Background: an optimization exercise with open tools, aiming at a short achievable clock period and few clock cycles. Do not read the settings as production practice. Only simulation tests tie the RTL to the original design; equivalence was not proved. Power is estimated from default activity; no workload was simulated.

File: run.sh
#!/bin/bash
# synth_recipe.tcl (not shown) runs the flow's synth.tcl, then flattens the netlist and writes it again
# the make line also repeats each setting of config.mk as NAME=value (left out here)
make -C /OpenROAD-flow-scripts/flow DESIGN_CONFIG=/design/flow/config.mk WORK_HOME=/design/flow/orfs CLKGATE_MAP_FILE= SYNTH_SCRIPT=/design/flow/synth_recipe.tcl finish
File: design.v
`timescale 1ns/1ps
module mem_controller(
    clk,
    rst_n,
    i_ren,
    i_wen,
    i_address,
    i_data,
    o_data,
    mem_r_data,
    mem_w_data,
    mem_addr,
    mem_r_en,
    mem_w_en
);
input clk, rst_n;
input i_ren, i_wen;
input [8-1:0] i_address ;
input [8-1:0] i_data ;
output [8-1:0] o_data ;
input [8-1:0] mem_r_data;
output [8-1:0] mem_w_data;
output [8-1:0] mem_addr;
output mem_r_en;
output mem_w_en;
assign mem_r_en = i_ren;
assign mem_w_en = i_wen;
assign mem_w_data = i_data;
assign mem_addr = i_address;
assign o_data = mem_r_data ;
endmodule
`timescale 1ns/1ps
module skin(
    clk,
    rst_n,
    i_mem_oen,
    i_mem_ien,
    i_mem_addr,
    i_mem_pc,
    i_mem_data,
    o_mem_data,
    o_mem_interrupt,
    i_mem_r_data,
    o_mem_w_data,
    o_mem_addr,
    o_mem_r_en,
    o_mem_w_en
);
input  clk, rst_n;
input  [1:0] i_mem_oen;
input  [1:0] i_mem_ien;
input  [8-1:0] i_mem_addr;
input  [8-1:0] i_mem_pc  ;
input  [8-1:0] i_mem_data;
output [8-1:0] o_mem_data;
output [8-1:0] o_mem_interrupt;
input  [8-1:0] i_mem_r_data;
output [8-1:0] o_mem_w_data;
output [8-1:0] o_mem_addr;
output o_mem_r_en;
output o_mem_w_en;
wire [8-1:0] mem_addr;
assign o_mem_interrupt = 8'h0;
assign mem_addr = (i_mem_ien[0]|i_mem_oen[0]) ? i_mem_pc:i_mem_addr;
mem_controller mem_controller_0(
    .clk (clk),
    .rst_n (rst_n),
    .i_ren (|i_mem_oen),
    .i_wen (|i_mem_ien),
    .i_address (mem_addr),
    .i_data (i_mem_data),
    .o_data (o_mem_data),
    .mem_r_data (i_mem_r_data),
    .mem_w_data (o_mem_w_data),
    .mem_addr   (o_mem_addr  ),
    .mem_r_en   (o_mem_r_en  ),
    .mem_w_en   (o_mem_w_en  )
);
endmodule
`timescale 1ns/1ps
module adder(
    clk,
    rst_n,
    i_operand0,
    i_operand1,
    o_adder_sum,
    o_adder_carry
);
input  clk, rst_n;
input [8-1:0] i_operand0, i_operand1;
output [8-1:0] o_adder_sum, o_adder_carry;
assign {o_adder_carry, o_adder_sum} = i_operand0+i_operand1;
endmodule
`timescale 1ns/1ps
module comparer(
    clk,
    rst_n,
    i_data0,
    i_data1,
    o_relation
);
input clk, rst_n;
input [8-1:0] i_data0;
input [8-1:0] i_data1;
output [8-1:0] o_relation;
assign o_relation = 
    ((i_data0 <  i_data1) ? 8'h3c : 8'h00) |
    ((i_data0 == i_data1) ? 8'h3d : 8'h00) |
    ((i_data0 >  i_data1) ? 8'h3e : 8'h00) ;
endmodule
`timescale 1ns/1ps
module jump_condition(
    clk,
    rst_n,
    i_operand0,
    i_operand1,
    i_direct_addr,
    i_program_addr,
    o_addr
);
input clk, rst_n;
input [8-1:0] i_operand0, i_operand1, i_direct_addr, i_program_addr;
output [8-1:0] o_addr;
assign o_addr = (i_operand0 == i_operand1) ? i_direct_addr : i_program_addr;
endmodule
`timescale 1ns/1ps
module alu(
    clk,
    rst_n,
    i_alu_re_oen,
    i_alu_ad_oen,
    i_operand0,
    i_operand1,
    i_address_reg,
    i_program_count,
    i_config,
    o_alu_result
);
input clk, rst_n;
input i_alu_re_oen, i_alu_ad_oen;
input [8-1:0] i_operand0, i_operand1, i_address_reg, i_program_count, i_config;
output [8-1:0] o_alu_result;
wire [8-1:0] adder_result, comparer_result, jump_result;
wire [8-1:0] adder_except, comparer_except, jump_except;
reg [8-1:0] o_result, o_except;
assign comparer_except = 8'h0;
assign jump_except = 8'h0;
always @(*) begin
    case (i_config)
        8'h11: begin
            o_result = adder_result;
            o_except = adder_except;
        end
        8'h01: begin
            o_result = comparer_result;
            o_except = comparer_except;
        end
        8'h10: begin
            o_result = jump_result;
            o_except = jump_except;
        end
        default: begin
            o_result = 8'h0;
            o_except = 8'h0;
        end
    endcase
end
assign o_alu_result = (i_alu_re_oen ? o_result : 8'h0) |
        (i_alu_ad_oen ? o_except : 8'h0);
adder adder_0(
    .clk    (clk),
    .rst_n    (rst_n),
    .i_operand0    (i_operand0),
    .i_operand1    (i_operand1),
    .o_adder_sum    (adder_result),
    .o_adder_carry    (adder_except)
);
comparer comparer_0(
    .clk (clk),
    .rst_n (rst_n),
    .i_data0 (i_operand0),
    .i_data1 (i_operand1),
    .o_relation (comparer_result)
);
jump_condition jump_condition_0(
    .clk (clk),
    .rst_n (rst_n),
    .i_operand0 (i_operand0),
    .i_operand1 (i_operand1),
    .i_direct_addr (i_address_reg),
    .i_program_addr (i_program_count),
    .o_addr (jump_result)
);
endmodule
`timescale 1ns/1ps
module brancher(
    clk,
    rst_n,
    i_program_count,
    i_address_reg,
    i_operand0,
    i_operand1,
    i_config_reg,
    o_branch_addr
);
input  clk, rst_n;
input [8-1:0] i_program_count, i_address_reg, i_operand0, i_operand1, i_config_reg;
output [8-1:0] o_branch_addr;
reg [8-1:0] o_branch_addr;
always @(*) begin
    case (i_config_reg)
        8'h01: begin
            o_branch_addr = (i_operand0< i_operand1) ? i_program_count:i_address_reg;
        end                                                                         
        8'h02: begin                                                               
            o_branch_addr = (i_operand0==i_operand1) ? i_program_count:i_address_reg;
        end                                                                         
        8'h03: begin                                                              
            o_branch_addr = (i_operand0> i_operand1) ? i_program_count:i_address_reg;
        end                                                                         
        8'h04: begin                                                            
            o_branch_addr = !(i_operand0<i_operand1) ? i_program_count:i_address_reg;
        end                                                                         
        8'h05: begin                                                              
            o_branch_addr = (i_operand0!=i_operand1) ? i_program_count:i_address_reg;
        end                                                                         
        8'h06: begin                                                             
            o_branch_addr = !(i_operand0>i_operand1) ? i_program_count:i_address_reg;
        end
        default: begin
            o_branch_addr = i_program_count;
        end
    endcase
end
endmodule
`timescale 1ns/1ps
module decoder(
    clk,
    rst_n,
    i_ins,
    o_unit_ien,
    o_unit_oen
);
input clk, rst_n;
input [8-1:0] i_ins;
output [15:0] o_unit_ien, o_unit_oen;
reg [4:0] reg_state;
reg [4:0] next_state;
reg [3:0] unit_source, unit_target;
reg [15:0] n_unit_ien, n_unit_oen;
always @(posedge clk) begin
    if (!rst_n) begin
        reg_state       <= 5'b00000;
    end else begin
        reg_state       <= next_state;
    end
end
always @(reg_state, unit_source, unit_target) begin
    case (reg_state)
        5'h00: begin
            next_state = 5'h02;
        end
        5'h01: begin
            next_state = 5'h01;
        end
        5'h03: begin
            next_state = 5'h02;
        end
        5'h02: begin
            if (unit_source == 4'h0 && unit_target == 4'h0) begin
                next_state = 5'h01;
            end else if (unit_target == 4'h1) begin
                next_state = 5'h02;
            end else begin
                next_state = 5'h03;
            end
        end
        default: begin
            next_state = 5'h01;
        end
    endcase
end
always @(reg_state, i_ins) begin
    case (reg_state)
        5'h00: begin
            unit_source = 4'hc;
            unit_target = 4'h1;
        end
        5'h01: begin
            unit_source = 4'hc;
            unit_target = 4'h1;
        end
        5'h02: begin
            unit_source = i_ins[7:4];
            unit_target = i_ins[3:0];
        end
        5'h03: begin
            unit_source = 4'hc;
            unit_target = 4'h1;
        end
        default: begin
            unit_source = 4'h0;
            unit_target = 4'h0;
        end
    endcase
end
always @(unit_target) begin
    case (unit_target)
        4'h0: begin
            n_unit_ien = 16'b0000000000000001;
        end
        4'h1: begin
            n_unit_ien = 16'b0000000000000010;
        end
        4'h2: begin
            n_unit_ien = 16'b0000000000000100;
        end
        4'h3: begin
            n_unit_ien = 16'b0000000000001000;
        end
        4'h4: begin
            n_unit_ien = 16'b0000000000010000;
        end
        4'h5: begin
            n_unit_ien = 16'b0000000000100000;
        end
        4'h6: begin
            n_unit_ien = 16'b0000000001000000;
        end
        4'h7: begin
            n_unit_ien = 16'b0000000010000000;
        end
        4'h8: begin
            n_unit_ien = 16'b0000000100000000;
        end
        4'h9: begin
            n_unit_ien = 16'b0000001000000000;
        end
        4'ha: begin
            n_unit_ien = 16'b0000010000000000;
        end
        4'hb: begin
            n_unit_ien = 16'b0000100000000000;
        end
        4'hc: begin
            n_unit_ien = 16'b0001000000000000;
        end
        4'hd: begin
            n_unit_ien = 16'b0010000000000000;
        end
        4'he: begin
            n_unit_ien = 16'b0100000000000000;
        end
        4'hf: begin
            n_unit_ien = 16'b1000000000000000;
        end
        default: begin
            n_unit_ien = 16'b0000000000000001;
        end
    endcase
end
always @(unit_source) begin
    case (unit_source)
        4'h0: begin
            n_unit_oen = 16'b0000000000000001;
        end
        4'h1: begin
            n_unit_oen = 16'b0000000000000010;
        end
        4'h2: begin
            n_unit_oen = 16'b0000000000000100;
        end
        4'h3: begin
            n_unit_oen = 16'b0000000000001000;
        end
        4'h4: begin
            n_unit_oen = 16'b0000000000010000;
        end
        4'h5: begin
            n_unit_oen = 16'b0000000000100000;
        end
        4'h6: begin
            n_unit_oen = 16'b0000000001000000;
        end
        4'h7: begin
            n_unit_oen = 16'b0000000010000000;
        end
        4'h8: begin
            n_unit_oen = 16'b0000000100000000;
        end
        4'h9: begin
            n_unit_oen = 16'b0000001000000000;
        end
        4'ha: begin
            n_unit_oen = 16'b0000010000000000;
        end
        4'hb: begin
            n_unit_oen = 16'b0000100000000000;
        end
        4'hc: begin
            n_unit_oen = 16'b0001000000000000;
        end
        4'hd: begin
            n_unit_oen = 16'b0010000000000000;
        end
        4'he: begin
            n_unit_oen = 16'b0100000000000000;
        end
        4'hf: begin
            n_unit_oen = 16'b1000000000000000;
        end
        default: begin
            n_unit_oen = 16'b0000000000000001;
        end
    endcase
end
assign o_unit_ien = n_unit_ien;
assign o_unit_oen = n_unit_oen;
endmodule
`timescale 1ns/1ps
module common_register(
    clk,
    rst_n,
    i_skin_data,
    i_core_data,
    i_unit_ien,
    i_unit_oen,
    i_branch_addr,
    o_address_reg,
    o_operand0,
    o_operand1,
    o_config_reg,
    o_program_count,
    o_instruction,
    o_reg_value
);
input clk, rst_n;
input [8-1:0] i_skin_data, i_core_data;
input [15:0] i_unit_ien ;
input [15:0] i_unit_oen;
input [8-1:0] i_branch_addr;
output [8-1:0] o_address_reg, o_operand0, o_operand1, o_config_reg, o_program_count, o_instruction;
output [8-1:0] o_reg_value;
reg [8-1:0] reg_AR, reg_DR0, reg_DR1, reg_CR, reg_DR2, reg_IR, reg_PC;
wire [8-1:0] cr_data_in;  
always @(posedge clk) begin
    if (!rst_n) begin
        reg_AR  <= 8'h0;
        reg_DR0 <= 8'h0;
        reg_DR1 <= 8'h0;
        reg_DR2 <= 8'h0;
        reg_CR  <= 8'h0;
        reg_IR  <= 8'h0;
        reg_PC  <= 8'h0;
    end else begin
        reg_IR  <= i_unit_ien[1] ? cr_data_in : reg_IR ;
        reg_AR  <= i_unit_ien[3] ? cr_data_in : reg_AR ;
        reg_DR0 <= i_unit_ien[4] ? cr_data_in : reg_DR0;
        reg_DR1 <= i_unit_ien[5] ? cr_data_in : reg_DR1;
        reg_CR  <= i_unit_ien[6] ? cr_data_in : reg_CR ;
        reg_DR2 <= i_unit_ien[7] ? cr_data_in : reg_DR2;
        reg_PC  <= i_unit_ien[2] ? cr_data_in :
                (i_unit_oen[12]) ? reg_PC+1 : reg_PC;
    end
end
assign cr_data_in = (|i_unit_oen[14:12]) ? i_skin_data :
        (|i_unit_oen[11:1]) ? i_core_data : 8'h0;
assign o_reg_value = 
    (i_unit_oen[4] ? ( i_unit_ien[4] ? reg_DR0+1     : reg_DR0 ) : 8'h0) |
    (i_unit_oen[6]  ? ( i_unit_ien[2]  ? i_branch_addr : reg_CR  ) : 8'h0) |
    (i_unit_oen[1]  ? reg_IR        : 8'h0) |
    (i_unit_oen[2]  ? reg_PC        : 8'h0) |
    (i_unit_oen[3]  ? reg_AR        : 8'h0) |
    (i_unit_oen[5] ? reg_DR1       : 8'h0) |
    (i_unit_oen[7] ? reg_DR2       : 8'h0) ;
assign o_instruction    = reg_IR;
assign o_program_count  = reg_PC;
assign o_address_reg    = reg_AR;
assign o_operand0       = reg_DR0;
assign o_operand1       = reg_DR1;
assign o_config_reg     = reg_CR;
endmodule
`timescale 1ns/1ps
module bb_core(
    clk,
    rst_n,
    i_mem_data,
    o_mem_oen,
    o_mem_ien,
    o_mem_addr,
    o_mem_pc,
    o_mem_data,
    i_oth_data,
    o_oth_oen,
    o_oth_ien,
    o_oth_addr,
    o_oth_data
);
input  clk,  rst_n;
input  [8-1:0] i_mem_data;
output [1:0] o_mem_oen;
output [1:0] o_mem_ien;
output [8-1:0] o_mem_addr, o_mem_pc;
output [8-1:0] o_mem_data;
input  [8-1:0] i_oth_data;
output o_oth_oen, o_oth_ien;
output [8-1:0] o_oth_addr;
output [8-1:0] o_oth_data;
wire [8-1:0] alu_output, register_output ;
wire [8-1:0] address_reg, config_reg ;
wire [8-1:0] operand0, operand1, program_count;
wire [8-1:0] device_data, ins;
wire [8-1:0] branch_addr;
wire [15:0] unit_oen, unit_ien;
assign device_data = unit_oen[14] ? i_oth_data : i_mem_data;
assign o_mem_oen  = {unit_oen[13], unit_oen[12]};
assign o_mem_ien  = {unit_ien[13], unit_ien[12]};
assign o_mem_data = alu_output | register_output;
assign o_mem_addr = address_reg;
assign o_mem_pc   = program_count;
assign o_oth_oen  = unit_oen[14];
assign o_oth_ien  = unit_ien[14];
assign o_oth_addr = address_reg;
assign o_oth_data = alu_output | register_output;
decoder decoder_0(
    .clk (clk),
    .rst_n (rst_n),
    .i_ins (ins),
    .o_unit_ien (unit_ien),
    .o_unit_oen (unit_oen)
);
brancher brancher_0(
    .clk                (clk),
    .rst_n              (rst_n),
    .i_program_count    (program_count),
    .i_address_reg      (address_reg),
    .i_operand0         (operand0),
    .i_operand1         (operand1),
    .i_config_reg       (config_reg),
    .o_branch_addr      (branch_addr)
);
common_register common_register_0(
    .clk (clk),
    .rst_n (rst_n),
    .i_skin_data (device_data),
    .i_core_data (o_mem_data),
    .i_unit_ien (unit_ien),
    .i_unit_oen (unit_oen),
    .i_branch_addr      (branch_addr),
    .o_address_reg (address_reg),
    .o_operand0 (operand0),
    .o_operand1 (operand1),
    .o_config_reg (config_reg),
    .o_program_count (program_count),
    .o_instruction(ins),
    .o_reg_value (register_output)
);
alu alu_0(
    .clk (clk),
    .rst_n (rst_n),
    .i_alu_re_oen (unit_oen[8]),
    .i_alu_ad_oen (unit_oen[9]),
    .i_operand0 (operand0),
    .i_operand1 (operand1),
    .i_address_reg (address_reg),
    .i_program_count (program_count),
    .i_config (config_reg),
    .o_alu_result (alu_output)
);
endmodule
`timescale 1ns/1ps
module black_bean(
    clk,
    rst_n,
    IO_MEM_R_DATA,
    IO_MEM_W_DATA,
    IO_MEM_ADDR,
    IO_MEM_R_EN,
    IO_MEM_W_EN
);
input clk, rst_n;
input  [8-1:0]   IO_MEM_R_DATA;
output [8-1:0]   IO_MEM_W_DATA;
output [8-1:0]   IO_MEM_ADDR;
output    IO_MEM_R_EN;
output    IO_MEM_W_EN;
wire [8-1:0] mem_address, mem_data_read_in, mem_data_to_write;
wire [1:0] mem_oen;
wire [1:0] mem_ien;
wire [8-1:0] mem_interrupt;
wire [8-1:0] mem_addr, mem_pc, data_to_mem, data_from_mem;
wire mem_sc_oen, mem_sc_ien;
wire [8-1:0] mem_sc_in_data, mem_sc_addr, mem_sc_out_data;
wire [8-1:0] mem_sc_interrupt;
wire oth_oen, oth_ien;
wire [8-1:0] oth_in_data, oth_addr, oth_out_data;
assign oth_out_data = 8'h0;  
wire mem_r_en_unused;
assign IO_MEM_R_EN = 1'b1;  
bb_core bb_core_0(
    .clk (clk),
    .rst_n (rst_n),
    .i_mem_data (data_from_mem),
    .o_mem_oen (mem_oen),
    .o_mem_ien (mem_ien),
    .o_mem_addr (mem_addr),
    .o_mem_pc   (mem_pc  ),
    .o_mem_data (data_to_mem),
    .i_oth_data (oth_out_data),
    .o_oth_oen (oth_oen),
    .o_oth_ien (oth_ien),
    .o_oth_addr (oth_addr),
    .o_oth_data (oth_in_data)
);
skin skin_0(
    .clk    (clk),
    .rst_n    (rst_n),
    .i_mem_oen    (mem_oen),
    .i_mem_ien    (mem_ien),
    .i_mem_addr    (mem_addr),
    .i_mem_pc    (mem_pc),
    .i_mem_data    (data_to_mem),
    .o_mem_data    (data_from_mem),
    .o_mem_interrupt    (mem_interrupt),
    .i_mem_r_data  (IO_MEM_R_DATA),
    .o_mem_w_data  (IO_MEM_W_DATA),
    .o_mem_addr    (IO_MEM_ADDR),
    .o_mem_r_en    (mem_r_en_unused),
    .o_mem_w_en    (IO_MEM_W_EN)
);
endmodule
File: constraint.sdc
create_clock -name core_clock -period 5.5 [get_ports {clk}]
set_input_delay 1.1000 -clock core_clock [delete_from_list [all_inputs] [get_ports {clk}]]
set_output_delay 1.1000 -clock core_clock [all_outputs]
set_load 0.01 [all_outputs]
File: config.mk
export PLATFORM = sky130hd
export DESIGN_NAME = black_bean
export DESIGN_NICKNAME = black_bean
export VERILOG_FILES = /design/flow/design.v
export SDC_FILE = /design/flow/constraint.sdc
export NUM_CORES = 4
export LEC_CHECK = 0
export CAP_MARGIN = 20
export CORE_MARGIN = 2
export CORE_UTILIZATION = 40
export SLEW_MARGIN = 20
==> impl_metrics.tcl <==
set metrics [dict create \
    status "no timing/DRC/antenna violations" \
    cp_data_arrival_time_ns 3.88 \
    ios 28 \
    slowest_delay_ns 0.47 \
    final_common_cell "o21ai_0" \
    cts_tree "done" \
    skew_ns 0.00893 \
    setup_violations 0 \
    layout_common_cells "o21ai_0 (70), dfxtp_1 (58), a21oi_1 (54)" \
    timing.fmax_ghz 0.201 \
    rows 38 \
    area_growth_pct 13.9 \
    h-tree-depth 3 \
    finalHoldViolations 0 \
    use_met3_pct 6.04 \
    worst-path-buf-inv 4 \
    antenna_found_initial 1 \
    root_buffer "clkbuf_16" \
    postCtsSetupBuffers 0 \
    hold_path.class "register to register" \
    start_util_pct 41.4 \
    drive_gt1_share_pct 10.1 \
    seq_area_frac_synth_pct 25.5 \
    peakVddDrop_mv 0.200 \
    synth_cell_types 85 \
    syn_area_per_cell_um2 7.68 \
    dieArea_um2 12200 \
    ys_seq_elements 58 \
    clk_pin_slew_worst_paths_ns 0.06 \
    worstSetupEndpointType "primary output" \
    async_flop_share_pct 0 \
    worstPathRequired_ns 4.40 \
    synth_fp_nets 623 \
    period_share_pct 90.6 \
    coreArea_um2 11000 \
    power.density_nw_per_um2 418 \
    cp_slowest_cell "clkdlybuf4s50_1" \
    ctsHoldBuffers 0 \
    gr-usage-all-layers_pct 29.2 \
    grt-ovfl-total 0 \
    tns_ns 0 \
    drt_iter0_drc 465 \
    synth_flop_cell "dfxtp_1" \
    cap_violations 0 \
    portBuffers 26 \
    busiest_layer "met2" \
    synth_edf_count 0 \
    slew_violations 0 \
    numClockSinks 58 \
    clock_latency_ns 0.34 \
    nNetsFinal 630 \
    use_met1_pct 39.4 \
    first_global_vias 4661 \
    criticalPathCategory "register to primary output" \
    dr.pass1.iters 8 \
    final_util_pct 47.2 \
    cp_cell_sequence "inv_1, ha_1, nor2b_1, o211ai_1, a21o_1, nand4b_1, a211o_2, a221o_1, a21oi_2, buf_4, inv_1, clkdlybuf4s50_1" \
    cp_common_cell "inv_1" \
    drtAntennaViolNets 0 \
    synth_area_um2 4550 \
    final.min_clock_period_ns 4.98 \
    grt_max_degree 50 \
    hpwl_um 13000 \
    vias_per_cell 6.40 \
    gp_congestion 0.966 \
    cts-resized-gates 0 \
    start_kind "register" \
    postRouteWirelength_um 17800 \
    via_count 4768 \
    gr-usage-met2_pct 43.9 \
    synth_cells 592 \
    die_h_um 111 \
    wl_per_cell_um 23.8 \
    cts_buffers 9 \
    die_w_um 111 \
    yosys_warnings 4 \
    drc 0 \
    max_slew_margin_pct 36.9 \
    crit_family "compound AO/OA/AOI/OAI gates" \
    clockBufferDepth 2 \
    cp_max_fo 11 \
    rsz0062_at_grt "no" \
    leakage_nw 1.89 \
    grt_pass1_wl_um 27600 \
    worst_pin_slew_ns 0.942 \
]
-- logic make-up after synthesis --
| family | synth area share [%] |
|---|---|
| AOI/OAI and AO/OA | 32.4 |
| DFF | 25.5 |
| and+or+nand+nor | 20.2 |
| adders and majority gates | 5.94 |
| other | 0.0824 |
| buffers and inverters | 6.24 |
| xor gates and xnor gates | 3.66 |
| muxes | 6.00 |
-- flip-flops by register name, summed over array words and instances, names as in the netlist --
name                                 count
bb_core_0.common_register_0.reg_AR       8
bb_core_0.common_register_0.reg_CR       8
bb_core_0.common_register_0.reg_DR0      8
bb_core_0.common_register_0.reg_DR1      8
bb_core_0.common_register_0.reg_DR2      8
bb_core_0.common_register_0.reg_IR       8
bb_core_0.common_register_0.reg_PC       8
bb_core_0.decoder_0.reg_state            2
-- area by class of cell --
class	instances	area [um^2]
Fill cell	1098	5800
Multi-Input combinational cell	463	3110
Sequential cell	58	1160
Timing Repair Buffer	36	335
Clock buffer	10	239
Tap cell	140	175
Inverter	31	116
Clock inverter	6	41.3
Antenna cell	1	2.50
-- per-layer routing --
layer  up-vias  wire length, um
li1       2225                -
met1      2231             7650
met2       255             7670
met3        57             1580
met4         0              873
met5         -                0
-- synthesized netlist by cell type (all sizes together), types with 3 or more instances --
| master | instances | area (um^2) |
|---|---|---|
| nand2b | 7 | 43.8 |
| mux4 | 4 | 90.1 |
| o31ai | 3 | 22.5 |
| or2 | 4 | 25.0 |
| or3 | 6 | 37.5 |
| mux2 | 10 | 113 |
| nand2 | 47 | 179 |
| nor4 | 5 | 37.5 |
| a31oi | 16 | 100 |
| mux2i | 7 | 70.1 |
| and4 | 3 | 26.3 |
| buf | 9 | 51.3 |
| a221oi | 8 | 70.1 |
| a21o | 4 | 31.3 |
| xor2 | 8 | 70.1 |
| a21oi | 55 | 279 |
| o21ai | 73 | 365 |
| nand3 | 9 | 45.0 |
| a211oi | 13 | 103 |
| a2111oi | 4 | 72.6 |
| o211ai | 6 | 45.0 |
| clkbuf | 31 | 116 |
| nor3 | 14 | 80.1 |
| a22oi | 6 | 45.0 |
| and2 | 3 | 18.8 |
| dfxtp | 58 | 1160 |
| a32o | 4 | 40.0 |
| inv | 30 | 113 |
| nand4 | 9 | 62.6 |
| and3 | 5 | 36.3 |
| xnor2 | 11 | 96.3 |
| ha | 20 | 250 |
| nor3b | 3 | 22.5 |
| nor2b | 7 | 43.8 |
| nor2 | 45 | 176 |
-- worst register-to-register path, delay by kind of cell (launching register included) --
family / cells / cell delay (ns)
simple gates: 2 / 0.41
flops: 1 / 0.44
buf+inv: 1 / 0.08
compound gates: 6 / 2.24
fa+ha+maj: 1 / 0.33
-- where the power goes --
part	leakage, nW	internal, mW	total, mW	switching [mW]
sequential	0.471	0.481	0.618	0.136
clock	0.131	0.317	0.535	0.219
combinational	1.29	0.365	1.01	0.649
-- final timing paths --
check                                      endpoint  cells after the start  slack (ns)                                    from
max reg2reg   bb_core_0.common_register_0.reg_IR[1]                     10        1.85  bb_core_0.common_register_0.reg_DR1[1]
max                                IO_MEM_W_DATA[5]                     12        0.52  bb_core_0.common_register_0.reg_DR1[1]
min          bb_core_0.common_register_0.reg_DR2[0]                      2        0.54  bb_core_0.common_register_0.reg_DR2[0]
min reg2reg  bb_core_0.common_register_0.reg_DR2[0]                      2        0.54  bb_core_0.common_register_0.reg_DR2[0]
-- through the flow --
| step | setup WS [ns] | std cells | power [mW] | area (um^2) | hold slack, ns |
|---|---|---|---|---|---|
| after floorplan | 1.79 | 592 | 1.29 | 4550 | 0.473 |
| after global placement | 1.05 | 728 | 1.60 | 4900 | 0.498 |
| after detailed placement | 0.976 | 728 | 1.60 | 4900 | 0.516 |
| after CTS | 0.597 | 744 | 2.14 | 5180 | 0.537 |
| after global routing | 0.347 | 744 | 2.28 | 5180 | 0.562 |
| final | 0.516 | 745 | 2.17 | 5180 | 0.536 |

-- re-timing with driven ports --
In the flow no input, the clock included, has a driving cell. The finished layout below was timed again as built, in two steps. Step 1 sets driving cells, clkbuf_16 on the clock port and buf_2 on the other inputs (assumed; they add their load-dependent delay and slew). Step 2 adds t to the input delays and takes it off the output delays; t is the mean of the earliest and latest rising clock arrival at the registers after step 1. Input paths then give back, and output paths get back, about the clock's delay inside the block. Slacks: ideal ports / drivers / drivers and shift; pairs: ideal ports / drivers.
t, ns: 0.377
setup WS [ns]: 0.516 / 0.474 / 0.850
latest minus earliest clock arrival (ns): 0.009 / 0.009
slew at the worst register clock pin (ns): 0.06 / 0.06
worst data-port slew with drivers (ns): 0.04
After both steps this run still meets setup and hold. For this run, drivers alone change the setup slack by -0.042 ns; drivers and shift together by +0.334 ns.
